Background: an optimization exercise with open tools, aiming at small area, a short achievable clock period and few clock cycles per item. Do not read the settings as production practice. No run shown here included a check of the RTL's function; only the layout flow was run.

===== design/flow/flow/run.sh =====
#!/bin/bash
# Layout flow: the standard layout (standard.sh, unchanged synthesis),
# with two repair settings changed:
#  - the input and output ports are buffered with buf_2 cells instead of the
#    default pick, a slow delay buffer;
#  - repair_timing aims for SETUP_SLACK_MARGIN ns of extra setup slack.
# The clock period and all constraints are the standard flow's.
set -euo pipefail
MARGIN=6.5
bash standard.sh "BUFFER_PORTS_ARGS=-buffer_cell sky130_fd_sc_hd__buf_2" \
	"SETUP_SLACK_MARGIN=${MARGIN}" finish > standard.log 2>&1

===== design/flow/standard.sh =====
#!/bin/bash
# synth_recipe.tcl (not shown) runs the flow's synth.tcl, then flattens the netlist and writes it again
# the make line also repeats each setting of config.mk as NAME=value (left out here)
make -C /OpenROAD-flow-scripts/flow DESIGN_CONFIG=/design/flow/config.mk WORK_HOME=/design/flow/orfs CLKGATE_MAP_FILE= SYNTH_SCRIPT=/design/flow/synth_recipe.tcl "${@:-finish}"

===== design/flow/config.mk =====
export PLATFORM = sky130hd
export DESIGN_NAME = RSA_Encryptor
export DESIGN_NICKNAME = RSA_Encryptor
export VERILOG_FILES = /design/flow/design.v
export SDC_FILE = /design/flow/constraint.sdc
export NUM_CORES = 4
export LEC_CHECK = 0
export CAP_MARGIN = 20
export CORE_MARGIN = 2
export CORE_UTILIZATION = 40
export SLEW_MARGIN = 20

===== design/flow/constraint.sdc =====
create_clock -name core_clock -period 10.0 [get_ports {clk}]
set_input_delay 2.0000 -clock core_clock [delete_from_list [all_inputs] [get_ports {clk}]]
set_output_delay 2.0000 -clock core_clock [all_outputs]
set_load 0.01 [all_outputs]

===== design/flow/design.v =====
module cpa66(a, b, ci, s);
input  [65:0] a;
input  [65:0] b;
input         ci;
output [65:0] s;
wire [65:0] p = a ^ b;
wire [65:0] g = a & b;
wire [65:0] G0 = {g[65:1], g[0] | (p[0] & ci)};
wire [65:0] P0 = p;
wire [65:0] G1 = {G0[65:1] | (P0[65:1] & G0[64:0]), G0[0:0]};
wire [65:0] P1 = {P0[65:1] & P0[64:0], P0[0:0]};
wire [65:0] G2 = {G1[65:2] | (P1[65:2] & G1[63:0]), G1[1:0]};
wire [65:0] P2 = {P1[65:2] & P1[63:0], P1[1:0]};
wire [65:0] G3 = {G2[65:4] | (P2[65:4] & G2[61:0]), G2[3:0]};
wire [65:0] P3 = {P2[65:4] & P2[61:0], P2[3:0]};
wire [65:0] G4 = {G3[65:8] | (P3[65:8] & G3[57:0]), G3[7:0]};
wire [65:0] P4 = {P3[65:8] & P3[57:0], P3[7:0]};
wire [65:0] G5 = {G4[65:16] | (P4[65:16] & G4[49:0]), G4[15:0]};
wire [65:0] P5 = {P4[65:16] & P4[49:0], P4[15:0]};
wire [65:0] G6 = {G5[65:32] | (P5[65:32] & G5[33:0]), G5[31:0]};
wire [65:0] P6 = {P5[65:32] & P5[33:0], P5[31:0]};
wire [65:0] G7 = {G6[65:64] | (P6[65:64] & G6[1:0]), G6[63:0]};
wire [65:0] P7 = {P6[65:64] & P6[1:0], P6[63:0]};
assign s = p ^ {G7[64:0], ci};
endmodule
module mont_step(S, C, v, k, a, abn, B, N, So, Co, ko, vo);
input  [65:0] S;
input  [65:0] C;
input  [3:0]  v;
input         k;
input  [3:0]  a;
input  [3:0]  abn;
input  [64:0] B;
input  [63:0] N;
output [65:0] So;
output [65:0] Co;
output        ko;
output [3:0]  vo;
wire [3:0] fs = S[3:0] ^ C[3:0] ^ v;
wire [3:0] fc = (S[3:0] & C[3:0]) | (S[3:0] & v) | (C[3:0] & v);
wire [3:0] u;
assign u[0] = fs[0];
assign u[1] = fs[1] ^ fc[0];
assign u[2] = fs[2] ^ fc[1] ^ (fs[1] & fc[0]);
assign u[3] = fs[3] ^ fc[2] ^ ((fs[2] & fc[1]) | ((fs[2] ^ fc[1]) & fs[1] & fc[0]));
reg [3:0] mn;
always @(*)
begin
	case (N[3:1])
	3'b000: mn = 4'd15;
	3'b001: mn = 4'd5;
	3'b010: mn = 4'd3;
	3'b011: mn = 4'd9;
	3'b100: mn = 4'd7;
	3'b101: mn = 4'd13;
	3'b110: mn = 4'd11;
	3'b111: mn = 4'd1;
	default: mn = 4'd0;
	endcase
end
reg [3:0] q;
always @(*)
begin
	case ({mn[3:1], u})
	7'b000_0000: q = 4'd0;
	7'b000_0001: q = 4'd1;
	7'b000_0010: q = 4'd2;
	7'b000_0011: q = 4'd3;
	7'b000_0100: q = 4'd4;
	7'b000_0101: q = 4'd5;
	7'b000_0110: q = 4'd6;
	7'b000_0111: q = 4'd7;
	7'b000_1000: q = 4'd8;
	7'b000_1001: q = 4'd9;
	7'b000_1010: q = 4'd10;
	7'b000_1011: q = 4'd11;
	7'b000_1100: q = 4'd12;
	7'b000_1101: q = 4'd13;
	7'b000_1110: q = 4'd14;
	7'b000_1111: q = 4'd15;
	7'b001_0000: q = 4'd0;
	7'b001_0001: q = 4'd3;
	7'b001_0010: q = 4'd6;
	7'b001_0011: q = 4'd9;
	7'b001_0100: q = 4'd12;
	7'b001_0101: q = 4'd15;
	7'b001_0110: q = 4'd2;
	7'b001_0111: q = 4'd5;
	7'b001_1000: q = 4'd8;
	7'b001_1001: q = 4'd11;
	7'b001_1010: q = 4'd14;
	7'b001_1011: q = 4'd1;
	7'b001_1100: q = 4'd4;
	7'b001_1101: q = 4'd7;
	7'b001_1110: q = 4'd10;
	7'b001_1111: q = 4'd13;
	7'b010_0000: q = 4'd0;
	7'b010_0001: q = 4'd5;
	7'b010_0010: q = 4'd10;
	7'b010_0011: q = 4'd15;
	7'b010_0100: q = 4'd4;
	7'b010_0101: q = 4'd9;
	7'b010_0110: q = 4'd14;
	7'b010_0111: q = 4'd3;
	7'b010_1000: q = 4'd8;
	7'b010_1001: q = 4'd13;
	7'b010_1010: q = 4'd2;
	7'b010_1011: q = 4'd7;
	7'b010_1100: q = 4'd12;
	7'b010_1101: q = 4'd1;
	7'b010_1110: q = 4'd6;
	7'b010_1111: q = 4'd11;
	7'b011_0000: q = 4'd0;
	7'b011_0001: q = 4'd7;
	7'b011_0010: q = 4'd14;
	7'b011_0011: q = 4'd5;
	7'b011_0100: q = 4'd12;
	7'b011_0101: q = 4'd3;
	7'b011_0110: q = 4'd10;
	7'b011_0111: q = 4'd1;
	7'b011_1000: q = 4'd8;
	7'b011_1001: q = 4'd15;
	7'b011_1010: q = 4'd6;
	7'b011_1011: q = 4'd13;
	7'b011_1100: q = 4'd4;
	7'b011_1101: q = 4'd11;
	7'b011_1110: q = 4'd2;
	7'b011_1111: q = 4'd9;
	7'b100_0000: q = 4'd0;
	7'b100_0001: q = 4'd9;
	7'b100_0010: q = 4'd2;
	7'b100_0011: q = 4'd11;
	7'b100_0100: q = 4'd4;
	7'b100_0101: q = 4'd13;
	7'b100_0110: q = 4'd6;
	7'b100_0111: q = 4'd15;
	7'b100_1000: q = 4'd8;
	7'b100_1001: q = 4'd1;
	7'b100_1010: q = 4'd10;
	7'b100_1011: q = 4'd3;
	7'b100_1100: q = 4'd12;
	7'b100_1101: q = 4'd5;
	7'b100_1110: q = 4'd14;
	7'b100_1111: q = 4'd7;
	7'b101_0000: q = 4'd0;
	7'b101_0001: q = 4'd11;
	7'b101_0010: q = 4'd6;
	7'b101_0011: q = 4'd1;
	7'b101_0100: q = 4'd12;
	7'b101_0101: q = 4'd7;
	7'b101_0110: q = 4'd2;
	7'b101_0111: q = 4'd13;
	7'b101_1000: q = 4'd8;
	7'b101_1001: q = 4'd3;
	7'b101_1010: q = 4'd14;
	7'b101_1011: q = 4'd9;
	7'b101_1100: q = 4'd4;
	7'b101_1101: q = 4'd15;
	7'b101_1110: q = 4'd10;
	7'b101_1111: q = 4'd5;
	7'b110_0000: q = 4'd0;
	7'b110_0001: q = 4'd13;
	7'b110_0010: q = 4'd10;
	7'b110_0011: q = 4'd7;
	7'b110_0100: q = 4'd4;
	7'b110_0101: q = 4'd1;
	7'b110_0110: q = 4'd14;
	7'b110_0111: q = 4'd11;
	7'b110_1000: q = 4'd8;
	7'b110_1001: q = 4'd5;
	7'b110_1010: q = 4'd2;
	7'b110_1011: q = 4'd15;
	7'b110_1100: q = 4'd12;
	7'b110_1101: q = 4'd9;
	7'b110_1110: q = 4'd6;
	7'b110_1111: q = 4'd3;
	7'b111_0000: q = 4'd0;
	7'b111_0001: q = 4'd15;
	7'b111_0010: q = 4'd14;
	7'b111_0011: q = 4'd13;
	7'b111_0100: q = 4'd12;
	7'b111_0101: q = 4'd11;
	7'b111_0110: q = 4'd10;
	7'b111_0111: q = 4'd9;
	7'b111_1000: q = 4'd8;
	7'b111_1001: q = 4'd7;
	7'b111_1010: q = 4'd6;
	7'b111_1011: q = 4'd5;
	7'b111_1100: q = 4'd4;
	7'b111_1101: q = 4'd3;
	7'b111_1110: q = 4'd2;
	7'b111_1111: q = 4'd1;
	default: q = 4'd0;
	endcase
end
wire [70:0] p0 = a[0] ? {6'b0, B} : 71'd0;
wire [70:0] p1 = {(a[1] ? {5'b0, B} : 70'd0), k};
wire [70:0] p2 = {(a[2] ? {4'b0, B} : 69'd0), 2'b0};
wire [70:0] p3 = {(a[3] ? {3'b0, B} : 68'd0), 3'b0};
wire [70:0] r0 = q[0] ? {7'b0, N} : 71'd0;
wire [70:0] r1 = {(q[1] ? {6'b0, N} : 70'd0), 1'b0};
wire [70:0] r2 = {(q[2] ? {5'b0, N} : 69'd0), 2'b0};
wire [70:0] r3 = {(q[3] ? {4'b0, N} : 68'd0), 3'b0};
wire [70:0] s0 = {5'b0, S};
wire [70:0] c0 = {5'b0, C};
wire [70:0] s1 = s0 ^ c0 ^ p0;
wire [70:0] c1 = {((s0 & c0) | (s0 & p0) | (c0 & p0)), 1'b0};
wire [70:0] s2 = p1 ^ p2 ^ p3;
wire [70:0] c2 = {((p1 & p2) | (p1 & p3) | (p2 & p3)), 1'b0};
wire [70:0] s3 = s1 ^ c1 ^ s2;
wire [70:0] c3 = {((s1 & c1) | (s1 & s2) | (c1 & s2)), 1'b0};
wire [70:0] s4 = s3 ^ c3 ^ c2;
wire [70:0] c4 = {((s3 & c3) | (s3 & c2) | (c3 & c2)), 1'b0};
wire [70:0] s5 = s4 ^ c4 ^ r0;
wire [70:0] c5 = {((s4 & c4) | (s4 & r0) | (c4 & r0)), 1'b0};
wire [70:0] s6 = r1 ^ r2 ^ r3;
wire [70:0] c6 = {((r1 & r2) | (r1 & r3) | (r2 & r3)), 1'b0};
wire [70:0] s7 = s5 ^ c5 ^ s6;
wire [70:0] c7 = {((s5 & c5) | (s5 & s6) | (c5 & s6)), 1'b0};
wire [70:0] s8 = s7 ^ c7 ^ c6;
wire [70:0] c8 = {((s7 & c7) | (s7 & c6) | (c7 & c6)), 1'b0};
assign So = s8[69:4];
assign Co = c8[69:4];
assign ko = |{s8[3:0], c8[3:1]};
assign vo[0] = abn[0] ^ ko;
assign vo[1] = abn[1] ^ (abn[0] & ko);
assign vo[2] = abn[2] ^ (abn[1] & abn[0] & ko);
assign vo[3] = abn[3] ^ (abn[2] & abn[1] & abn[0] & ko);
endmodule
module RSA_Encryptor(private_key, public_key, message_val, clk, start, rst, cal_done, cal_val);
	input 	[63:0] 	private_key;	 
	input 	[63:0] 	public_key;		 
	input 	[63:0] 	message_val;	 
	input 			clk;
	input 			start;
	input 			rst;
	output	reg		cal_done;
	output	[63:0]	cal_val;
	localparam IDLE  = 3'd0;
	localparam SETUP = 3'd1;	 
	localparam DIV   = 3'd2;	 
	localparam MUL   = 3'd3;	 
	localparam CPA   = 3'd4;	 
	localparam FIX   = 3'd5;	 
	localparam M_SQ  = 2'd0;	 
	localparam M_MX  = 2'd1;	 
	localparam M_FIN = 2'd2;	 
	reg [2:0]  state;
	reg [1:0]  mode;
	reg        first;		 
	reg        ph;			 
	reg        sg;			 
	reg [7:0]  cnt;
	reg [6:0]  ecnt;		 
	reg [63:0] N;
	reg [63:0] E;
	reg [64:0] X;			 
	reg [64:0] A;			 
	reg [65:0] S;			 
	reg [65:0] C;
	reg        k;			 
	reg [3:0]  v;			 
	assign cal_val = A[63:0];
	reg [3:0]  ad;			 
	reg        idle;
	wire [65:0] cpa;
	cpa66 u_cpa(.a(S), .b(C), .ci(k), .s(cpa));
	wire [65:0] Sn, Cn;
	wire        kn;
	wire [3:0]  vn;
	wire [3:0]  dnext;
	wire [3:0]  abn = dnext * A[3:0];
	mont_step u_step(.S(S), .C(C), .v(v), .k(k), .a(ad), .abn(abn), .B(A), .N(N),
	                 .So(Sn), .Co(Cn), .ko(kn), .vo(vn));
	wire        fast  = N[63] && S[65:63] == 3'd0;
	wire        dstep = state == DIV && (fast || ph);
	wire [64:0] rem   = (fast || sg) ? S[64:0] : A[64:0];
	wire        ez  = ~|E;
	wire        divbit = ez ? (cnt == 8'd63) : X[63];
	wire [71:0] dsrc = (mode == M_MX) ? {7'b0, X} : {7'b0, A};
	assign      dnext = (mode == M_FIN) ? 4'd0 : dsrc[4*cnt[4:0]+4 +: 4];
	wire        nmx  = mode == M_SQ && E[63] && !first;
	wire        nfin = !nmx && ecnt <= 7'd1;
	wire [3:0]  d0   = nmx ? X[3:0] : (nfin ? 4'd1 : cpa[3:0]);
	wire [3:0]  ab0  = d0 * cpa[3:0];
	wire eshift = (state == SETUP || state == DIV) && !E[63] && ecnt != 7'd0;
	always @(posedge clk or posedge rst)
	begin
		if (rst)
		begin
			state    <= IDLE;
			idle     <= 1'b1;
			cal_done <= 1'b0;
		end
		else
		begin
			cal_done <= 1'b0;
			idle     <= 1'b0;
			case (state)
			IDLE:  if (start) state <= SETUP;
			       else idle <= 1'b1;
			SETUP: state <= DIV;
			DIV:   if (dstep && cnt == 8'd131) state <= CPA;
			MUL:   if (cnt == 8'd16) state <= CPA;
			CPA:   if (mode == M_FIN && !first) state <= FIX;
			       else state <= MUL;
			FIX:   begin
				cal_done <= 1'b1;
				idle     <= 1'b1;
				state    <= IDLE;
			end
			default: state <= IDLE;
			endcase
		end
	end
	always @(posedge clk)
	begin
		case (state)
		MUL:     begin S <= Sn; C <= Cn; k <= kn; end
		DIV:     if (dstep)
		begin
			S <= {rem, divbit};
			if (cnt == 8'd131) begin C <= 66'd0; k <= 1'b0; end
		end
		SETUP:   begin S <= 66'd0; C <= {2'b11, ~N}; k <= 1'b1; end
		default: begin S <= 66'd0; C <= 66'd0; k <= 1'b0; end
		endcase
		if (idle)
		begin
			E    <= private_key;
			ecnt <= 7'd64;
		end
		else if (eshift)
		begin
			E    <= {E[62:0], 1'b0};
			ecnt <= ecnt - 7'd1;
		end
		else if (state == CPA && !(mode == M_FIN && !first) && !nmx && !nfin)
		begin
			E    <= {E[62:0], 1'b0};
			ecnt <= ecnt - 7'd1;
		end
		if (idle) N <= public_key;
		if (idle) X <= {1'b0, message_val};
		else if (dstep)             X <= {X[63:0], 1'b0};
		else if (state == CPA && first) X <= cpa[64:0];
		if (state == CPA || (state == DIV && !dstep)) A <= cpa[64:0];
		else if (state == FIX) A <= (A == {1'b0, N}) ? 65'd0 : A;
		sg <= cpa[65];
		ph <= state == DIV && !dstep;
		case (state)
		SETUP: cnt <= 8'd0;
		DIV:   if (dstep) cnt <= cnt + 8'd1;
		MUL:   cnt <= cnt + 8'd1;
		default: cnt <= 8'd0;
		endcase
		if (state == DIV) first <= 1'b1;
		else if (state == CPA) first <= 1'b0;
		if (state == MUL)
		begin
			ad  <= dnext;
			v   <= vn;
		end
		else if (state == CPA)
		begin
			ad   <= d0;
			v    <= ab0;
			mode <= nmx ? M_MX : (nfin ? M_FIN : M_SQ);
		end
	end
endmodule

==> results of run 1 <==
[registers in the layout (all words and copies together) (netlist names)]
name	flops
ph	1
S	66
cal_done	1
idle	1
mode	2
A	65
ad	4
sg	1
ecnt	7
X	65
state	3
E	64
N	64
v	4
k	1
cnt	8
C	66
u_step.mn	3
first	1
[cell usage after synthesis, drive strengths merged (59+ instances only)]
cell type    n
xor2        59
nor2b       60
and2       279
buf         89
fa         517
mux2        71
nor2       195
o21ai      138
inv        536
ha         106
clkbuf     163
a21oi      141
mux2i       92
nand2      427
edfxtp     408
xnor2       73
[per-stage QoR]
stage / std cells / hold slack (ns)
after floorplan: 3868 / 0.436
after global placement: 5212 / 0.456
after detailed placement: 5212 / 0.462
after CTS: 5509 / 0.471
after global routing: 5555 / 0.513
final: 5555 / 0.473
[cell type report]
type | count | area (um^2)
timing repair buffer | 538 | 4230
sequential | 427 | 12700
tap | 1298 | 1620
fill | 9231 | 51400
antenna | 3 | 7.51
inverter | 538 | 2030
multi-input combinational | 2653 | 26400
clock buffer | 66 | 1430
clock inverter | 32 | 373
[what timing repair did]
action                                  4_1_cts  5_1_grt
cloned                                       13        0
gates resized for setup                     391      136
endpoints found under the setup margin      412      388
pin swaps                                   116       76
setup buffers                               186       42
[worst max path at each step]
| stage | to | slack (ns) | cells after the start |
|---|---|---|---|
| finish | v[2] | 4.51 | 21 |
| global route | v[3] | 4.22 | 22 |
| CTS | v[3] | 4.45 | 22 |
| detailed placement | S[7] | 3.73 | 14 |
| global placement | S[0] | 3.91 | 14 |
| floorplan | v[3] | 4.58 | 24 |
[kinds of logic after synthesis]
group           count (synthesis)  share of synthesized area, %
xor+xnor                      132                          2.88
simple gates                 1145                          13.9
compound gates                554                          8.81
buf+inv                       790                          7.99
flops                         427                          31.3
mux                           197                          6.16
fa+ha+maj                     623                          28.9
[tightest hold or removal path, cell delays in order (launching register included)]
cell	delay (ns)
dfxtp_1	0.31
o21ai_0	0.07
nand2_1	0.05
[layer usage]
metal	vias up	GRT usage (%)	part of all wire (%)
met5	-	0	0.029
met4	6	15.2	6.2
met3	387	5.42	7.9
met2	1451	48.7	50
met1	16090	33.9	36
li1	13462	-	-
==> run summary, run 1 <==
- Vias/cell: 5.65
- Clk_skew: 0.0514 ns
- Pre-antenna DRT Iters: 5
- Post-place setup slack: 3.73 ns
- Die X: 322 um
- Placed Area: 42700 um^2
- Mapped cell area: 40400 um^2
- Detail Placement HPWL: 100 mm
- First-pass GRT wire length: 216 mm
- Synth cell types: 92
- RD Place Congestion: 0.949
- Status: finished clean
- Max incr delay on CP: 0.54 ns
- Routed length per placed instance: 26.6 um
- Ports: 260
- Hold_sp: ecnt[6]
- Worst-Margin Slew: 1.27 ns
- Maximum fanout along the worst path: 65
- CP startpoint: ad[1]
- Clk Latency, worst-skew pair: 0.67 ns
- RSZ-0062 raised after global routing: yes
- Worst endpoint required time: 10.34 ns
- Most common cell after layout, fill and taps aside: inv_1
- Post-synthesis sequential area ratio: 31.3%
- Crit Path Class: flop to flop
- WP buf/inv: 8
- Register bit total from synthesis: 427
- Final Max Slew Viols: 0
- H-tree Lvls: 2
- Total track usage: 28.5%
- TNS Setup: 0 ns
- Area Growth Syn to Fin: 20.7%
- Root Buffer: clkbuf_16
- Synth area leaders: edfxtp_1 (30%), fa_1 (26%), inv_1 (5.0%)
- Final core occ: 48.7%
- Hold EP: ecnt[6]
- Quantity of hold-fixing buffers added after cts: 0
- Initial core utilization: 40.3%
- Fraction of registers with async set/reset: 1.17%
- Cells after Synth: 3868
- Die height: 322 um
- Ys Warns: 2
- Row Count: 116
- Cell count of the worst reg-to-reg path: 21
- Synth top area share: 30.3%
- Top_reg_cell synth: edfxtp_1
- Via count: 31.4k
- Max Cap Viol: 0
- Critical path arrival: 5.83 ns
- Reg2reg end: v[2]
- Startpoint types: flop
- Final period util: 54.9%
- Hold path depth: 2
- CP max-delay cell: fa_1
- Clk buf depth: 3
- Top achievable clock speed: 182 MHz
- Vias in the first global route: 32.4k
- DRC: 0
- CTS clk-pin slew, worst paths: 0.07 ns
- Design area: 48800 um^2
- Largest area contributor in the netlist: edfxtp_1
- Worst-path cell chain: buf_6 -> and2_1 -> fa_1 -> inv_1 -> fa_1 -> fa_1 -> inv_1 -> fa_1 -> inv_1 -> fa_1 -> inv_1 -> fa_1 -> nor2_2 -> nand2_2 -> buf_4 -> buf_6 -> buf_4 -> nand3_1 -> nor2_1 -> xnor2_1 -> o21ai_1
- Max transition margin: 15.1%
- CTS tree: built
- Mean Syn Cell Area: 10.4 um^2
- Share of cells above drive strength 1: 25.7%
- Crit-path leading delay family: adder cells
- Initial antenna violation count: 6
- Final hold vios: 0
- Worst hold path type: flop to flop
- Number of buffers created by CTS: 52
- Num Clock Sinks: 427
- Grt ovf: 0
- Most frequent cell on the critical path: fa_1
- Routed Wire Length: 148 mm
- Pin count of the biggest net entering global routing: 94
- Detail Route Antenna Nets: 0
- Port Buffers: 259
- DRT iter0 DRCs: 2826
- Final WS setup: 4.51 ns
- R2r setup slk: 4.51 ns
- Die area: 104000 um^2
- Worst R2R Start: ad[1]
- Tmin final: 5.49 ns
- Most frequent cells in the layout: inv_1 (529), fa_1 (433), edfxtp_1 (408)
- Post-synth EDFFs: 408
- Final setup viols: 0
- Final nets: 5028
- Crit path capture type: flop
- Post-synth net total: 4686
- Core Area: 100000 um^2
==> run 2: changes to the inputs <==
--- a/design/flow/design.v
+++ b/design/flow/design.v
@@ -25,6 +25,6 @@
 endmodule
-module mont_step(S, C, v, k, a, abn, B, N, So, Co, ko, vo);
+module mont_step(S, C, u, k, a, abn, B, N, So, Co, ko, uo);
 input  [65:0] S;
 input  [65:0] C;
-input  [3:0]  v;
+input  [3:0]  u;
 input         k;
@@ -37,10 +37,3 @@
 output        ko;
-output [3:0]  vo;
-wire [3:0] fs = S[3:0] ^ C[3:0] ^ v;
-wire [3:0] fc = (S[3:0] & C[3:0]) | (S[3:0] & v) | (C[3:0] & v);
-wire [3:0] u;
-assign u[0] = fs[0];
-assign u[1] = fs[1] ^ fc[0];
-assign u[2] = fs[2] ^ fc[1] ^ (fs[1] & fc[0]);
-assign u[3] = fs[3] ^ fc[2] ^ ((fs[2] & fc[1]) | ((fs[2] ^ fc[1]) & fs[1] & fc[0]));
+output [3:0]  uo;
 reg [3:0] mn;
@@ -224,6 +217,10 @@
 assign ko = |{s8[3:0], c8[3:1]};
-assign vo[0] = abn[0] ^ ko;
-assign vo[1] = abn[1] ^ (abn[0] & ko);
-assign vo[2] = abn[2] ^ (abn[1] & abn[0] & ko);
-assign vo[3] = abn[3] ^ (abn[2] & abn[1] & abn[0] & ko);
+wire [3:0] ux = s8[7:4] ^ c8[7:4] ^ abn;
+wire [3:0] uy = (s8[7:4] & c8[7:4]) | (s8[7:4] & abn) | (c8[7:4] & abn);
+wire [3:0] uc;
+assign uc[0] = ko;
+assign uc[1] = ux[0] & ko;
+assign uc[2] = (ux[1] & uy[0]) | ((ux[1] ^ uy[0]) & uc[1]);
+assign uc[3] = (ux[2] & uy[1]) | ((ux[2] ^ uy[1]) & uc[2]);
+assign uo = ux ^ {uy[2:0], 1'b0} ^ uc;
 endmodule
@@ -250,4 +247,2 @@
 	reg        first;		 
-	reg        ph;			 
-	reg        sg;			 
 	reg [7:0]  cnt;
@@ -261,3 +256,3 @@
 	reg        k;			 
-	reg [3:0]  v;			 
+	reg [3:0]  u;			 
 	assign cal_val = A[63:0];
@@ -269,12 +264,11 @@
 	wire        kn;
-	wire [3:0]  vn;
+	wire [3:0]  un;
 	wire [3:0]  dnext;
 	wire [3:0]  abn = dnext * A[3:0];
-	mont_step u_step(.S(S), .C(C), .v(v), .k(k), .a(ad), .abn(abn), .B(A), .N(N),
-	                 .So(Sn), .Co(Cn), .ko(kn), .vo(vn));
-	wire        fast  = N[63] && S[65:63] == 3'd0;
-	wire        dstep = state == DIV && (fast || ph);
-	wire [64:0] rem   = (fast || sg) ? S[64:0] : A[64:0];
+	mont_step u_step(.S(S), .C(C), .u(u), .k(k), .a(ad), .abn(abn), .B(A), .N(N),
+	                 .So(Sn), .Co(Cn), .ko(kn), .uo(un));
+	wire        ok  = ~cpa[65];
+	wire [64:0] rem = ok ? cpa[64:0] : S[64:0];
 	wire        ez  = ~|E;
-	wire        divbit = ez ? (cnt == 8'd63) : X[63];
+	wire        divbit = ez ? (cnt == 8'd63) : (cnt[7:6] == 2'b00 && X[~cnt[5:0]]);
 	wire [71:0] dsrc = (mode == M_MX) ? {7'b0, X} : {7'b0, A};
@@ -302,3 +296,3 @@
 			SETUP: state <= DIV;
-			DIV:   if (dstep && cnt == 8'd131) state <= CPA;
+			DIV:   if (cnt == 8'd131) state <= CPA;
 			MUL:   if (cnt == 8'd16) state <= CPA;
@@ -319,8 +313,8 @@
 		MUL:     begin S <= Sn; C <= Cn; k <= kn; end
-		DIV:     if (dstep)
-		begin
+		DIV:     begin
 			S <= {rem, divbit};
 			if (cnt == 8'd131) begin C <= 66'd0; k <= 1'b0; end
+			else begin C <= {2'b11, ~N}; k <= 1'b1; end
 		end
-		SETUP:   begin S <= 66'd0; C <= {2'b11, ~N}; k <= 1'b1; end
+		SETUP:   begin S <= (N[63] && !ez) ? {3'b0, X[63:1]} : 66'd0; C <= {2'b11, ~N}; k <= 1'b1; end
 		default: begin S <= 66'd0; C <= 66'd0; k <= 1'b0; end
@@ -344,11 +338,8 @@
 		if (idle) X <= {1'b0, message_val};
-		else if (dstep)             X <= {X[63:0], 1'b0};
 		else if (state == CPA && first) X <= cpa[64:0];
-		if (state == CPA || (state == DIV && !dstep)) A <= cpa[64:0];
+		if (state == CPA) A <= cpa[64:0];
 		else if (state == FIX) A <= (A == {1'b0, N}) ? 65'd0 : A;
-		sg <= cpa[65];
-		ph <= state == DIV && !dstep;
 		case (state)
-		SETUP: cnt <= 8'd0;
-		DIV:   if (dstep) cnt <= cnt + 8'd1;
+		SETUP: cnt <= N[63] ? 8'd63 : 8'd0;
+		DIV:   cnt <= cnt + 8'd1;
 		MUL:   cnt <= cnt + 8'd1;
@@ -361,3 +352,3 @@
 			ad  <= dnext;
-			v   <= vn;
+			u   <= un;
 		end
@@ -366,3 +357,3 @@
 			ad   <= d0;
-			v    <= ab0;
+			u    <= ab0;
 			mode <= nmx ? M_MX : (nfin ? M_FIN : M_SQ);
--- a/design/flow/flow/run.sh
+++ b/design/flow/flow/run.sh
@@ -8,3 +8,3 @@
 set -euo pipefail
-MARGIN=6.5
+MARGIN=5.5
 bash standard.sh "BUFFER_PORTS_ARGS=-buffer_cell sky130_fd_sc_hd__buf_2" \
==> run 2 against run 1 <==
  * Synthesized area fell by 3.0%
  * Flip-flop and latch count decreased by 2
  * Critical path type unchanged
  * Register-to-register slack got worse by 0.99 ns
  * Die area shrank 3.0%
  * Hold slack improved by 0.029 ns
  * Non-clock buffer count shrank 169
  * Clock skew shrank 0.016 ns
  * Critical path depth up 3
  * Still clean
  * First-iteration DRC count rose by 4.6%
  * Wire length shrank 7.4%
==> run summary, run 2 <==
- Grt ovf: 0 (unchanged)
- Maximum fanout along the worst path: 4 (-94%)
- Register bit total from synthesis: 425 (-0.47%)
- Total track usage: 27.3% (-1.2 points)
- Tmin final: 6.48 ns (+0.987 ns)
- Worst path depth: 24 (+14%)
- Post-synth net total: 4693 (+0.15%)
- Root Buffer: clkbuf_16
- DRC: 0 (unchanged)
- Worst-path cell chain: buf_8 -> and2_4 -> fa_1 -> inv_1 -> fa_1 -> fa_1 -> inv_1 -> fa_1 -> inv_1 -> fa_1 -> inv_1 -> fa_1 -> inv_1 -> fa_1 -> inv_1 -> fa_2 -> fa_2 -> xnor2_1 -> xnor2_1 -> xnor2_1 -> xnor2_1 -> xnor2_1 -> xnor2_1 -> o21ai_1
- Final hold vios: 0 (unchanged)
- Cells after Synth: 3876 (+0.21%)
- Final period util: 64.8% (+9.9 points)
- Die X: 317 um (-1.5%)
- Post-synth EDFFs: 267 (-35%)
- Status: finished clean
- H-tree Lvls: 2 (unchanged)
- Most frequent cell on the critical path: fa_1
- CTS tree: built
- Hold path depth: 2 (unchanged)
- Crit Path Class: flop to flop
- Initial antenna violation count: 6 (unchanged)
- Worst endpoint required time: 10.35 ns (about the same)
- Largest area contributor in the netlist: fa_1
- RD Place Congestion: 0.920 (-3.1%)
- Crit path capture type: flop
- RSZ-0062 raised after global routing: yes
- Num Clock Sinks: 425 (-0.47%)
- Max incr delay on CP: 0.50 ns (-0.04 ns)
- Pin count of the biggest net entering global routing: 89 (-5.3%)
- Mean Syn Cell Area: 10.1 um^2 (-3.2%)
- CTS clk-pin slew, worst paths: 0.06 ns (about the same)
- Cell count of the worst reg-to-reg path: 24 (+14%)
- Synth cell types: 78 (-15%)
- Final WS setup: 3.52 ns (-0.987 ns)
- Top flop regs: C x66, S x66
- Port Buffers: 259 (unchanged)
- Critical path arrival: 6.83 ns (+1.00 ns)
- Area Growth Syn to Fin: 14.6%
- Top post-synthesis cells by count: inv_1 (636), fa_1 (518), nand2_1 (339)
- Routed Wire Length: 137 mm (-7.4%)
- Mapped cell area: 39200 um^2 (-3.0%)
- Clk_skew: 0.0359 ns (-0.0156 ns)
- Ys Warns: 2 (unchanged)
- Die height: 317 um (-1.5%)
- Clk Latency, worst-skew pair: 0.66 ns (about the same)
- CP max-delay cell: fa_1
- Die area: 100000 um^2 (-3.0%)
- Worst-Margin Slew: 1.19 ns (-0.0869 ns)
- WP buf/inv: 7 (-1)
- Top_reg_cell synth: edfxtp_1
- Routed length per placed instance: 25.4 um (-4.3%)
- Post-place setup slack: 2.70 ns (-1.03 ns)
- Vias/cell: 5.65 (about the same)
- Share of cells above drive strength 1: 22.4% (-3.3 points)
- Final Max Slew Viols: 0 (unchanged)
- Initial core utilization: 40.4% (+0.12 points)
- Worst hold path type: flop to flop
- Synth top area share: 26.5% (-3.9 points)
- Top achievable clock speed: 154 MHz (-15%)
- Crit-path leading delay family: adder cells
- First-pass GRT wire length: 202 mm (-6.3%)
- Startpoint types: flop
- Row Count: 114 (-1.7%)
- Clk buf depth: 3 (unchanged)
- Vias in the first global route: 31.0k (-4.4%)
- Detail Route Antenna Nets: 0 (unchanged)
- Number of buffers created by CTS: 53 (+1.9%)
- Via count: 30.4k (-3.2%)
- TNS Setup: 0 ns (unchanged)
- Post-synthesis sequential area ratio: 28.6% (-2.7 points)
- Max transition margin: 20.7% (+5.5 points)
- Detail Placement HPWL: 101 mm (+0.29%)
- Final setup viols: 0 (unchanged)
- Most numerous cell in the Yosys netlist: inv_1
- Pre-antenna DRT Iters: 6 (+1)
- Ports: 260 (unchanged)
- Most frequent cells in the layout: inv_1 (554), fa_1 (404), nand2_1 (334)
- Final nets: 4876 (-3.0%)
- Most common cell after layout, fill and taps aside: inv_1
- Synth area leaders: fa_1 (26%), edfxtp_1 (20%), dfxtp_1 (7.8%)
- Max Cap Viol: 0 (unchanged)
- Core Area: 96900 um^2 (-3.3%)
- Fraction of registers with async set/reset: 1.18% (+0.0055 points)
- DRT iter0 DRCs: 2957 (+4.6%)
==> run 2: changes by cell type after synthesis, moves of 28 or more <==
cell      change
o21ai_1      +28
inv_1       +101
nor3_1       +41
dfxtp_1     +139
a21oi_1      -53
nor2_1       -36
nand2_1      -88
mux2i_1      -76
a311o_1      +42
a211oi_1     -38
nor2b_1      +53
edfxtp_1    -141
==> run 2: path summary, 6_finish.rpt <==
check | startpoint | endpoint | slack, ns
min in group asynchronous | rst | cal_done | 1.25
min reg2reg | first | first | 0.50
max in group asynchronous | rst | idle | 8.50
max | ad[2] | u[3] | 3.52
min | first | first | 0.50
max reg2reg | ad[2] | u[3] | 3.52
==> run 2: worst min-delay path, cell delays in order, from the launching register on <==
cell     delay [ns]
dfxtp_1        0.32
nor2_1         0.10
nor2_1         0.04
==> run 2: layer usage <==
layer | vias to the layer above | track usage (%) | routed length (um) | share of wire (%)
met4 | 10 | 11.0 | 6210 | 4.5
li1 | 13019 | - | - | -
met3 | 303 | 5.61 | 12300 | 9.0
met5 | - | 0 | 62 | 0.045
met2 | 1457 | 43.3 | 63500 | 46
met1 | 15616 | 36.7 | 54700 | 40
==> run 2: repair_timing <==
item | 4_1_cts | 5_1_grt
hold buffers | 0 | 0
pin swaps | 172 | 186
resized for setup | 224 | 171
setup endpoints to repair | 135 | 136
endpoints found under the hold margin | 0 | 0
buffers inserted | 48 | 16
cloned | 13 | 0
==> run 2: cell type report <==
type,instances,area (um^2)
clock inverters,37,399
repair buffers,369,2680
diodes,1,2.50
inverters,639,2400
fillers,9052,51900
clock buffers,62,1370
multi-input cells,2571,25200
flip-flops and latches,425,11200
well taps,1276,1600
==> run 2: cell families after synthesis <==
family	after synthesis	share of synthesized area [%]
fa+ha+maj	623	29.8
compound gates	566	9.36
xor+xnor	139	3.16
simple gates	1096	14.1
mux	146	5.76
flops	425	28.6
buf+inv	881	9.19
==> run 2: per-stage QoR <==
step           area (um^2)  cells  hold slack (ns)  utilization [%]
2_1_floorplan        39200   3876            0.446                -
3_3_place_gp         41200   5203            0.484             42.5
3_5_place_dp         41200   5203            0.491             42.5
4_1_cts              44300   5363            0.503             45.8
5_1_grt              44900   5379            0.520             46.4
6_report             44900   5380            0.502             46.4
==> run 3: changes to the inputs <==
--- a/design/flow/design.v
+++ b/design/flow/design.v
@@ -25,6 +25,6 @@
 endmodule
-module mont_step(S, C, u, k, a, abn, B, N, So, Co, ko, uo);
+module mont_step(S, C, v, k, a, abn, B, N, So, Co, ko, vo);
 input  [65:0] S;
 input  [65:0] C;
-input  [3:0]  u;
+input  [3:0]  v;
 input         k;
@@ -37,3 +37,10 @@
 output        ko;
-output [3:0]  uo;
+output [3:0]  vo;
+wire [3:0] fs = S[3:0] ^ C[3:0] ^ v;
+wire [3:0] fc = (S[3:0] & C[3:0]) | (S[3:0] & v) | (C[3:0] & v);
+wire [3:0] u;
+assign u[0] = fs[0];
+assign u[1] = fs[1] ^ fc[0];
+assign u[2] = fs[2] ^ fc[1] ^ (fs[1] & fc[0]);
+assign u[3] = fs[3] ^ fc[2] ^ ((fs[2] & fc[1]) | ((fs[2] ^ fc[1]) & fs[1] & fc[0]));
 reg [3:0] mn;
@@ -217,10 +224,4 @@
 assign ko = |{s8[3:0], c8[3:1]};
-wire [3:0] ux = s8[7:4] ^ c8[7:4] ^ abn;
-wire [3:0] uy = (s8[7:4] & c8[7:4]) | (s8[7:4] & abn) | (c8[7:4] & abn);
-wire [3:0] uc;
-assign uc[0] = ko;
-assign uc[1] = ux[0] & ko;
-assign uc[2] = (ux[1] & uy[0]) | ((ux[1] ^ uy[0]) & uc[1]);
-assign uc[3] = (ux[2] & uy[1]) | ((ux[2] ^ uy[1]) & uc[2]);
-assign uo = ux ^ {uy[2:0], 1'b0} ^ uc;
+wire [3:0] abn1 = abn + 4'd1;
+assign vo = ko ? abn1 : abn;
 endmodule
@@ -256,3 +257,3 @@
 	reg        k;			 
-	reg [3:0]  u;			 
+	reg [3:0]  v;			 
 	assign cal_val = A[63:0];
@@ -264,7 +265,7 @@
 	wire        kn;
-	wire [3:0]  un;
+	wire [3:0]  vn;
 	wire [3:0]  dnext;
 	wire [3:0]  abn = dnext * A[3:0];
-	mont_step u_step(.S(S), .C(C), .u(u), .k(k), .a(ad), .abn(abn), .B(A), .N(N),
-	                 .So(Sn), .Co(Cn), .ko(kn), .uo(un));
+	mont_step u_step(.S(S), .C(C), .v(v), .k(k), .a(ad), .abn(abn), .B(A), .N(N),
+	                 .So(Sn), .Co(Cn), .ko(kn), .vo(vn));
 	wire        ok  = ~cpa[65];
@@ -352,3 +353,3 @@
 			ad  <= dnext;
-			u   <= un;
+			v   <= vn;
 		end
@@ -357,3 +358,3 @@
 			ad   <= d0;
-			u    <= ab0;
+			v    <= ab0;
 			mode <= nmx ? M_MX : (nfin ? M_FIN : M_SQ);
==> design/flow/flow/run.sh (replaced) <==
#!/bin/bash
# Layout flow: the standard layout (standard.sh, unchanged synthesis),
# with two repair settings changed:
#  - the input and output ports are buffered with buf_2 cells instead of the
#    default pick, a slow delay buffer;
set -euo pipefail
bash standard.sh "BUFFER_PORTS_ARGS=-buffer_cell sky130_fd_sc_hd__buf_2" \
	"SETUP_SLACK_MARGIN=6.5" \
	finish > standard.log 2>&1
--- a/design/flow/config.mk
+++ b/design/flow/config.mk
@@ -9,3 +9,4 @@
 export CORE_MARGIN = 2
-export CORE_UTILIZATION = 40
+export CORE_UTILIZATION = 55
 export SLEW_MARGIN = 20
+export TNS_END_PERCENT = 10
==> run 3 against run 2 <==
  * Highest routed layer unchanged
  * Cell count decreased by 9.3%
  * Critical path type unchanged
  * Sequential share of layout area increased by 1.4 points
  * Final area decreased by 5.1%
  * Flip-flop and latch count unchanged
  * Hold slack got worse by 0.014 ns
  * Via count shrank 2.1%
  * Die area is 29% lower
  * Wire length down 4.9%
  * First-iteration DRC count grew 8.5%
  * Register-to-register slack improved by 1.0 ns
==> run summary, run 3 <==
- Status: finished clean
- Max transition margin: 23.1% (+2.5 points)
- Most frequent cells in the layout: inv_1 (525), fa_1 (504), nand2_1 (476)
- Worst hold path type: flop to flop
- Post-synth net total: 4563 (-2.8%)
- Hold EP: ecnt[2]
- Grt ovf: 0 (unchanged)
- Most common cell after layout, fill and taps aside: inv_1
- Cells after Synth: 3753 (-3.2%)
- Root Buffer: clkbuf_16
- Reg2reg end: v[3]
- Clk buf depth: 3 (unchanged)
- Final nets: 4713 (-3.3%)
- Worst-Margin Slew: 1.15 ns (-0.0363 ns)
- Vias in the first global route: 31.2k (+0.70%)
- Die X: 268 um (-16%)
- Fin cells: 4880 (-9.3%)
- DRC: 0 (unchanged)
- Crit Path Class: flop to flop
- Synth cell types: 73 (-6.4%)
- Worst R2R Start: C[2]
- Ports: 260 (unchanged)
- Maximum fanout along the worst path: 5 (+1)
- Fraction of registers with async set/reset: 1.18% (unchanged)
- Vias/cell: 6.10 (+7.9%)
- Max Cap Viol: 0 (unchanged)
- Num Clock Sinks: 425 (unchanged)
- Number of buffers created by CTS: 53 (unchanged)
- Ys Warns: 2 (unchanged)
- Hold_ws: 0.489 ns (-0.0137 ns)
- First-pass GRT wire length: 196 mm (-3.2%)
- Top achievable clock speed: 183 MHz (+18%)
- Total track usage: 36.9% (+9.6 points)
- Final Max Slew Viols: 0 (unchanged)
- CTS tree: built
- Crit path capture type: flop
- Detail Route Antenna Nets: 0 (unchanged)
- Largest area contributor in the netlist: fa_1
- Clk_skew: 0.0227 ns (-0.0132 ns)
- DRT iter0 DRCs: 3208 (+8.5%)
- Most numerous cell in the Yosys netlist: inv_1
- Placed insts: 4748 (-8.7%)
- RD Place Congestion: 1.02 (+10%)
- Row Count: 96 (-16%)
- Initial core utilization: 55.6% (+15 points)
- R2r setup slk: 4.52 ns (+1.00 ns)
- Detail Placement HPWL: 94.9 mm (-5.7%)
- Critical path arrival: 5.83 ns (-1.00 ns)
- Top_reg_cell synth: edfxtp_1
- Post-synthesis sequential area ratio: 29.3% (+0.71 points)
- Routed Wire Length: 130 mm (-4.9%)
- Pin count of the biggest net entering global routing: 84 (-5.6%)
- Routed length per placed instance: 26.6 um (+4.8%)
- Hold path depth: 2 (unchanged)
- Clk Latency, worst-skew pair: 0.64 ns (-0.02 ns)
- Area Growth Syn to Fin: 11.5%
- Mapped cell area: 38200 um^2 (-2.4%)
- Hold_sp: ecnt[2]
- Top flop regs: C x66, S x66
- Pre-antenna DRT Iters: 6 (unchanged)
- Cell count of the worst reg-to-reg path: 20 (-17%)
- Register bit total from synthesis: 425 (unchanged)
- Share of cells above drive strength 1: 16.6% (-5.8 points)
- Initial antenna violation count: 4 (-2)
- Port Buffers: 259 (unchanged)
- Via count: 29.8k (-2.1%)
- RSZ-0062 raised after global routing: yes
- Final setup viols: 0 (unchanged)
- Die area: 71600 um^2 (-29%)
- Worst endpoint required time: 10.35 ns (about the same)
- Die height: 268 um (-16%)
- Top post-synthesis cells by count: inv_1 (532), fa_1 (517), nand2_1 (513)
- Post-synth EDFFs: 267 (unchanged)
- H-tree Lvls: 2 (unchanged)
- Design area: 42600 um^2 (-5.1%)
- Final hold vios: 0 (unchanged)
- CP startpoint: C[2]
- Placed Area: 39900 um^2 (-3.1%)
- Mean Syn Cell Area: 10.2 um^2 (+0.77%)
- Tmin final: 5.48 ns (-1.00 ns)
- TNS Setup: 0 ns (unchanged)
- Startpoint types: flop
- Final period util: 54.8% (-10 points)
- CTS clk-pin slew, worst paths: 0.06 ns (about the same)
- Core Area: 68700 um^2 (-29%)
- Synth area leaders: fa_1 (27%), edfxtp_1 (21%), dfxtp_1 (8.0%)
- Synth top area share: 27.1% (+0.61 points)
==> run 3: worst max-delay path, cell delays in order (launching register included) <==
cell and delay [ns]:
dfxtp_1 0.34, fa_1 0.60, ha_4 0.24, xnor2_4 0.18, buf_6 0.15, a31oi_4 0.19
a21oi_2 0.09, a221o_1 0.32, mux4_2 0.53, buf_12 0.16, nand2_4 0.05, fa_1 0.43
fa_1 0.51, fa_1 0.45, nand2_4 0.11, nand4_1 0.12, xnor2_1 0.20, nand2_1 0.11
xnor2_2 0.15, xnor2_1 0.16, o21ai_0 0.09
==> run 3: metrics by stage <==
stage / worst slack (ns) / utilization [%]
after global placement: 4.14 / 58.1
after CTS: 4.63 / 61.5
after detailed placement: 3.97 / 58.1
after global routing: 4.37 / 62.0
final: 4.52 / 62.0
after floorplan: 4.74 / -
==> run 3: routing by layer <==
metal  global-route usage, %  up-vias  wire, um
met4                    13.5        4      5300
met1                    51.1    15207     52900
li1                        -    12635         -
met2                    58.7     1601     59900
met3                    6.59      305     11900
met5                       0        -        26
==> run 3: worst max path at each step <==
stage                end  slack [ns]  cells past startpoint
global route        v[3]        4.37                     21
CTS                 v[3]        4.63                     20
detailed placement  v[3]        3.97                     21
global placement    v[3]        4.14                     21
finish              v[3]        4.52                     20
floorplan           v[3]        4.74                     23
==> run 3: timing repair <==
item,4_1_cts,5_1_grt
setup endpoints to repair,262,295
gates cloned,3,0
pin swaps,40,34
hold buffers,0,0
buffers inserted,17,11
hold endpoints to repair,0,0
gates resized for setup,72,61
==> run 3: layout make-up <==
cell class / instances / area (um^2)
Sequential cell: 425 / 11200
Tap cell: 931 / 1160
Clock inverter: 28 / 375
Fill cell: 5874 / 26100
Inverter: 535 / 2010
Clock buffer: 72 / 1500
Multi-Input combinational cell: 2565 / 24300
Antenna cell: 1 / 2.50
Timing Repair Buffer: 323 / 2020
==> run 3: cell families (layout without fill, tap and decap cells) <==
group                    count (synthesis)  in the layout  synth area share, %
buffers and inverters                  763            958                 8.28
flip-flops                             425            425                 29.3
AND/OR/NAND/NOR                       1097           1097                 13.2
other                                    0              1                    0
adder cells (fa/ha/maj)                615            615                 30.3
XOR/XNOR                               142            142                 3.25
multiplexers                           174            174                 6.68
AO/OA/AOI/OAI                          537            537                 8.99
==> run 4: changes to the inputs <==
--- a/design/flow/design.v
+++ b/design/flow/design.v
@@ -25,6 +25,7 @@
 endmodule
-module mont_step(S, C, v, k, a, abn, B, N, So, Co, ko, vo);
+module mont_step(S, C, ux, uy, k, a, abn, B, N, So, Co, ko, uxo, uyo);
 input  [65:0] S;
 input  [65:0] C;
-input  [3:0]  v;
+input  [3:0]  ux;
+input  [2:0]  uy;
 input         k;
@@ -37,10 +38,12 @@
 output        ko;
-output [3:0]  vo;
-wire [3:0] fs = S[3:0] ^ C[3:0] ^ v;
-wire [3:0] fc = (S[3:0] & C[3:0]) | (S[3:0] & v) | (C[3:0] & v);
+output [3:0]  uxo;
+output [2:0]  uyo;
 wire [3:0] u;
-assign u[0] = fs[0];
-assign u[1] = fs[1] ^ fc[0];
-assign u[2] = fs[2] ^ fc[1] ^ (fs[1] & fc[0]);
-assign u[3] = fs[3] ^ fc[2] ^ ((fs[2] & fc[1]) | ((fs[2] ^ fc[1]) & fs[1] & fc[0]));
+wire       u1c = ux[0] & k;
+wire       u2c = (ux[1] & uy[0]) | ((ux[1] ^ uy[0]) & u1c);
+wire       u3c = (ux[2] & uy[1]) | ((ux[2] ^ uy[1]) & u2c);
+assign u[0] = ux[0] ^ k;
+assign u[1] = ux[1] ^ uy[0] ^ u1c;
+assign u[2] = ux[2] ^ uy[1] ^ u2c;
+assign u[3] = ux[3] ^ uy[2] ^ u3c;
 reg [3:0] mn;
@@ -205,18 +208,18 @@
 wire [70:0] c0 = {5'b0, C};
-wire [70:0] s1 = s0 ^ c0 ^ p0;
-wire [70:0] c1 = {((s0 & c0) | (s0 & p0) | (c0 & p0)), 1'b0};
-wire [70:0] s2 = p1 ^ p2 ^ p3;
-wire [70:0] c2 = {((p1 & p2) | (p1 & p3) | (p2 & p3)), 1'b0};
-wire [70:0] s3 = s1 ^ c1 ^ s2;
-wire [70:0] c3 = {((s1 & c1) | (s1 & s2) | (c1 & s2)), 1'b0};
-wire [70:0] s4 = s3 ^ c3 ^ c2;
-wire [70:0] c4 = {((s3 & c3) | (s3 & c2) | (c3 & c2)), 1'b0};
-wire [70:0] s5 = s4 ^ c4 ^ r0;
-wire [70:0] c5 = {((s4 & c4) | (s4 & r0) | (c4 & r0)), 1'b0};
-wire [70:0] s6 = r1 ^ r2 ^ r3;
-wire [70:0] c6 = {((r1 & r2) | (r1 & r3) | (r2 & r3)), 1'b0};
-wire [70:0] s7 = s5 ^ c5 ^ s6;
-wire [70:0] c7 = {((s5 & c5) | (s5 & s6) | (c5 & s6)), 1'b0};
-wire [70:0] s8 = s7 ^ c7 ^ c6;
-wire [70:0] c8 = {((s7 & c7) | (s7 & c6) | (c7 & c6)), 1'b0};
+wire [70:0] a1s = s0 ^ c0 ^ p0;
+wire [70:0] a1c = {((s0 & c0) | (s0 & p0) | (c0 & p0)), 1'b0};
+wire [70:0] a2s = p1 ^ p2 ^ p3;
+wire [70:0] a2c = {((p1 & p2) | (p1 & p3) | (p2 & p3)), 1'b0};
+wire [70:0] b1s = a1s ^ a1c ^ a2s;
+wire [70:0] b1c = {((a1s & a1c) | (a1s & a2s) | (a1c & a2s)), 1'b0};
+wire [70:0] b2s = a2c ^ r0 ^ r1;
+wire [70:0] b2c = {((a2c & r0) | (a2c & r1) | (r0 & r1)), 1'b0};
+wire [70:0] c1s = b1s ^ b1c ^ r2;
+wire [70:0] c1c = {((b1s & b1c) | (b1s & r2) | (b1c & r2)), 1'b0};
+wire [70:0] c2s = b2s ^ b2c ^ r3;
+wire [70:0] c2c = {((b2s & b2c) | (b2s & r3) | (b2c & r3)), 1'b0};
+wire [70:0] d1s = c1s ^ c1c ^ c2s;
+wire [70:0] d1c = {((c1s & c1c) | (c1s & c2s) | (c1c & c2s)), 1'b0};
+wire [70:0] s8  = d1s ^ d1c ^ c2c;
+wire [70:0] c8  = {((d1s & d1c) | (d1s & c2c) | (d1c & c2c)), 1'b0};
 assign So = s8[69:4];
@@ -224,4 +227,5 @@
 assign ko = |{s8[3:0], c8[3:1]};
-wire [3:0] abn1 = abn + 4'd1;
-assign vo = ko ? abn1 : abn;
+assign uxo = s8[7:4] ^ c8[7:4] ^ abn;
+wire [3:0] uyw = (s8[7:4] & c8[7:4]) | (s8[7:4] & abn) | (c8[7:4] & abn);
+assign uyo = uyw[2:0];
 endmodule
@@ -257,3 +261,4 @@
 	reg        k;			 
-	reg [3:0]  v;			 
+	reg [3:0]  ux;			 
+	reg [2:0]  uy;
 	assign cal_val = A[63:0];
@@ -265,7 +270,8 @@
 	wire        kn;
-	wire [3:0]  vn;
+	wire [3:0]  uxn;
+	wire [2:0]  uyn;
 	wire [3:0]  dnext;
 	wire [3:0]  abn = dnext * A[3:0];
-	mont_step u_step(.S(S), .C(C), .v(v), .k(k), .a(ad), .abn(abn), .B(A), .N(N),
-	                 .So(Sn), .Co(Cn), .ko(kn), .vo(vn));
+	mont_step u_step(.S(S), .C(C), .ux(ux), .uy(uy), .k(k), .a(ad), .abn(abn), .B(A), .N(N),
+	                 .So(Sn), .Co(Cn), .ko(kn), .uxo(uxn), .uyo(uyn));
 	wire        ok  = ~cpa[65];
@@ -353,3 +359,4 @@
 			ad  <= dnext;
-			v   <= vn;
+			ux  <= uxn;
+			uy  <= uyn;
 		end
@@ -358,3 +365,4 @@
 			ad   <= d0;
-			v    <= ab0;
+			ux   <= ab0;
+			uy   <= 3'd0;
 			mode <= nmx ? M_MX : (nfin ? M_FIN : M_SQ);
--- a/design/flow/flow/run.sh
+++ b/design/flow/flow/run.sh
@@ -5,5 +5,7 @@
 #    default pick, a slow delay buffer;
+#  - repair_timing aims for SETUP_SLACK_MARGIN ns of extra setup slack.
+# The clock period and all constraints are the standard flow's.
 set -euo pipefail
+MARGIN=6.5
 bash standard.sh "BUFFER_PORTS_ARGS=-buffer_cell sky130_fd_sc_hd__buf_2" \
-	"SETUP_SLACK_MARGIN=6.5" \
-	finish > standard.log 2>&1
+	"SETUP_SLACK_MARGIN=${MARGIN}" finish > standard.log 2>&1
--- a/design/flow/config.mk
+++ b/design/flow/config.mk
@@ -9,4 +9,3 @@
 export CORE_MARGIN = 2
-export CORE_UTILIZATION = 55
+export CORE_UTILIZATION = 40
 export SLEW_MARGIN = 20
-export TNS_END_PERCENT = 10
==> run 4 against run 3 <==
  * Hold slack improved by 0.014 ns
  * Global-route usage decreased by 9.2 points
  * First-iteration DRC count increased by 1.1%
  * Wire length increased by 6.0%
  * Flip-flop and latch count increased by 3
  * Highest routed layer is now met4
  * Fmax decreased by 3.5%
  * Core utilization decreased by 14 points
==> run summary, run 4 <==
- Pin count of the biggest net entering global routing: 75 (-11%)
- Most numerous cell in the Yosys netlist: inv_1
- Worst-Margin Slew: 1.19 ns (+0.0379 ns)
- Top flop regs: C x66, S x66
- Worst endpoint required time: 10.36 ns (about the same)
- Crit-path leading delay family: adder cells
- Synth area leaders: fa_1 (27%), edfxtp_1 (21%), dfxtp_1 (7.9%)
- Tmin final: 5.68 ns (+0.199 ns)
- Detail Placement HPWL: 98.7 mm (+3.9%)
- Cells after Synth: 3787 (+0.91%)
- Post-synth net total: 4604 (+0.90%)
- Clk buf depth: 3 (unchanged)
- Mean Syn Cell Area: 10.2 um^2 (about the same)
- Final setup viols: 0 (unchanged)
- Vias/cell: 5.65 (-7.3%)
- TNS Setup: 0 ns (unchanged)
- Fin cells: 5380 (+10%)
- Routed metal-1 wirelength: 56.1 mm (+5.9%)
- Row Count: 113 (+18%)
- Status: finished clean
- Final period util: 56.8% (+2.0 points)
- Area Growth Syn to Fin: 17.8%
- Most frequent cell on the critical path: xnor2_1
- Detail Route Antenna Nets: 0 (unchanged)
- Synth top area share: 27.0% (-0.11 points)
- Vias in the first global route: 30.9k (-0.94%)
- CTS clk-pin slew, worst paths: 0.07 ns (about the same)
- Ys Warns: 2 (unchanged)
- Final Max Slew Viols: 0 (unchanged)
- Hold_ws: 0.503 ns (+0.0142 ns)
- Fraction of registers with async set/reset: 1.17% (-0.0082 points)
- RSZ-0062 raised after global routing: yes
- Met2 WL: 62.9 mm (+5.0%)
- Synth cell types: 82 (+12%)
- Max transition margin: 20.1% (-3.1 points)
- Worst hold path type: flop to flop
- Final hold vios: 0 (unchanged)
- Synth Area in XOR/XNOR: 3.02% (-0.23 points)
- Clk_skew: 0.0508 ns (+0.0281 ns)
- Grt ovf: 0 (unchanged)
- Maximum fanout along the worst path: 8 (+3)
- Final nets: 4886 (+3.7%)
- Top_reg_cell synth: edfxtp_1
- Port Buffers: 259 (unchanged)
- Share of cells above drive strength 1: 22.1% (+5.5 points)
- Post-synthesis sequential area ratio: 29.3% (about the same)
- Post-synthesis compound-gate area fraction: 9.30% (+0.31 points)
- RD Place Congestion: 0.981 (-3.4%)
- Max Used Layer: met4
- Top post-synthesis cells by count: inv_1 (544), nand2_1 (541), fa_1 (519)
- Ports: 260 (unchanged)
- Top achievable clock speed: 176 MHz (-3.5%)
- Die X: 314 um (+17%)
- Placed insts: 5118 (+7.8%)
- Register bit total from synthesis: 428 (+0.71%)
- Routed length per placed instance: 25.6 um (-3.9%)
- Mux cell area share after synthesis: 6.30% (-0.38 points)
- Largest family of logic cells by synthesized area: adder cells
- Die height: 314 um (+17%)
- DRT iter0 DRCs: 3244 (+1.1%)
- Max Cap Viol: 0 (unchanged)
- Worst-path cell chain: ha_2 -> fa_2 -> ha_1 -> mux2i_1 -> xnor2_1 -> mux4_2 -> nand2_2 -> o21ai_4 -> buf_12 -> nand2_4 -> fa_1 -> fa_1 -> fa_1 -> xnor2_1 -> xnor2_1 -> xnor2_1 -> xnor2_1 -> xnor2_1 -> xnor2_1 -> mux2i_1
- CTS tree: built
- WP buf/inv: 1 (-1)
- Mapped cell area: 38500 um^2 (+0.81%)
- Root Buffer: clkbuf_16
- Startpoint types: flop
- Max incr delay on CP: 0.65 ns (+0.05 ns)
- Via count: 30.4k (+2.1%)
- H-tree Lvls: 2 (unchanged)
- Crit Path Class: flop to flop
- Most common cell after layout, fill and taps aside: inv_1
- Num Clock Sinks: 428 (+0.71%)
- Clk Latency, worst-skew pair: 0.68 ns (+0.04 ns)
- Final core occ: 47.6% (-14 points)
- Adder-cell share of the synthesized area: 30.3% (about the same)
- DRC: 0 (unchanged)
- Die area: 98800 um^2 (+38%)
- Initial antenna violation count: 4 (unchanged)
- Initial core utilization: 40.4% (-15 points)
- CP max-delay cell: ha_1
- Pre-antenna DRT Iters: 8 (+2)
- Post-synth EDFFs: 270 (+1.1%)
- # fillers: 8980 (+53%)
- Routed length on met3: 13.4 mm (+13%)
- Most frequent cells in the layout: inv_1 (533), nand2_1 (521), fa_1 (475)
- Crit path capture type: flop
- Total track usage: 27.7% (-9.2 points)
- First-pass GRT wire length: 203 mm (+3.6%)
- Core Area: 95300 um^2 (+39%)
- Critical path arrival: 6.04 ns (+0.21 ns)
- Largest area contributor in the netlist: fa_1
- Routed Wire Length: 138 mm (+6.0%)
- Number of buffers created by CTS: 54 (+1.9%)
- Simple-gate share of the synthesized area: 13.5% (+0.26 points)
## run 4: cell type report
type	count	area [um^2]	share of cell area, %
inverters	546	2050	4.52
clock inverters	37	419	0.924
diodes	1	2.50	0.00551
well taps	1265	1580	3.49
clock buffers	64	1450	3.20
flip-flops and latches	428	11300	24.9
repair buffers	453	3310	7.30
multi-input cells	2586	25300	55.7
## run 4: worst paths after layout
path                       start        to  slack [ns]  cells past startpoint
min in group asynchronous    rst  state[1]        1.25                      2
max in group asynchronous    rst      idle        8.51                      2
hold / removal             X[64]     X[64]        0.50                      2
setup reg to reg           ux[0]     ux[3]        4.32                     20
setup / recovery           ux[0]     ux[3]        4.32                     20
hold reg to reg            X[64]     X[64]        0.50                      2
## run 4: worst reg2reg max path: stages, from the launching register on
cell and delay (ns):
edfxtp_1 0.38, ha_2 0.20, fa_2 0.52, ha_1 0.65, mux2i_1 0.17, xnor2_1 0.15
mux4_2 0.47, nand2_2 0.09, o21ai_4 0.07, buf_12 0.13, nand2_4 0.06, fa_1 0.42
fa_1 0.47, fa_1 0.59, xnor2_1 0.15, xnor2_1 0.15, xnor2_1 0.16, xnor2_1 0.16
xnor2_1 0.17, xnor2_1 0.16, mux2i_1 0.09
## run 4: per-stage QoR
stage,cell area [um^2],worst slack (ns)
4_1_cts,44300,4.38
6_report,45400,4.32
3_3_place_gp,40700,3.92
5_1_grt,45400,4.15
3_5_place_dp,40700,3.90
2_1_floorplan,38600,4.54
## run 4: logic make-up (layout without fill, tap and decap cells)
family	after synthesis	after routing
and+or+nand+nor	1112	1114
buffers and inverters	776	1100
adders and majority gates	622	622
AOI/OAI and AO/OA	549	550
DFF	428	428
muxes	167	167
xor gates and xnor gates	133	133
other	0	1
## run 4: repair_timing
action | CTS | global route
pin swaps | 73 | 74
endpoints found under the setup margin | 406 | 382
buffers inserted | 100 | 48
hold buffers | 0 | 0
gates resized for setup | 206 | 144
cloned | 8 | 4
## run 4: layer usage
metal | GRT usage [%] | vias to the layer above
li1 | - | 13038
met1 | 37.8 | 15572
met2 | 43.3 | 1517
met3 | 6.05 | 264
met4 | 10.5 | 0
met5 | 0 | -

==> re-timing with driven ports <==
The results above use ideal ports. As a check the final layouts listed here were re-extracted and re-timed, cells and wires unchanged. Step 1, drivers: a clkbuf_16 drives clk and a buf_2 each remaining input, both assumed. Step 2, shift: input delay + t, output delay - t, t = (earliest + latest rising clock arrival at the registers) / 2. This alone moves slack from input paths to output paths. Slacks: ideal ports / drivers / drivers and shift; pairs: ideal ports / drivers.
run	shift t [ns]	slack for setup (ns)	latest minus earliest clock arrival (ns)	worst slew at a driven data input, ns
run 1	0.723	4.509 / 4.509 / 4.509	0.052 / 0.052	0.08
run 2	0.705	3.522 / 3.522 / 3.522	0.036 / 0.036	0.09
run 3	0.698	4.522 / 4.522 / 4.522	0.023 / 0.023	0.07
run 4	0.724	4.323 / 4.323 / 4.323	0.051 / 0.051	0.10
After both steps every run listed still meets setup and hold.
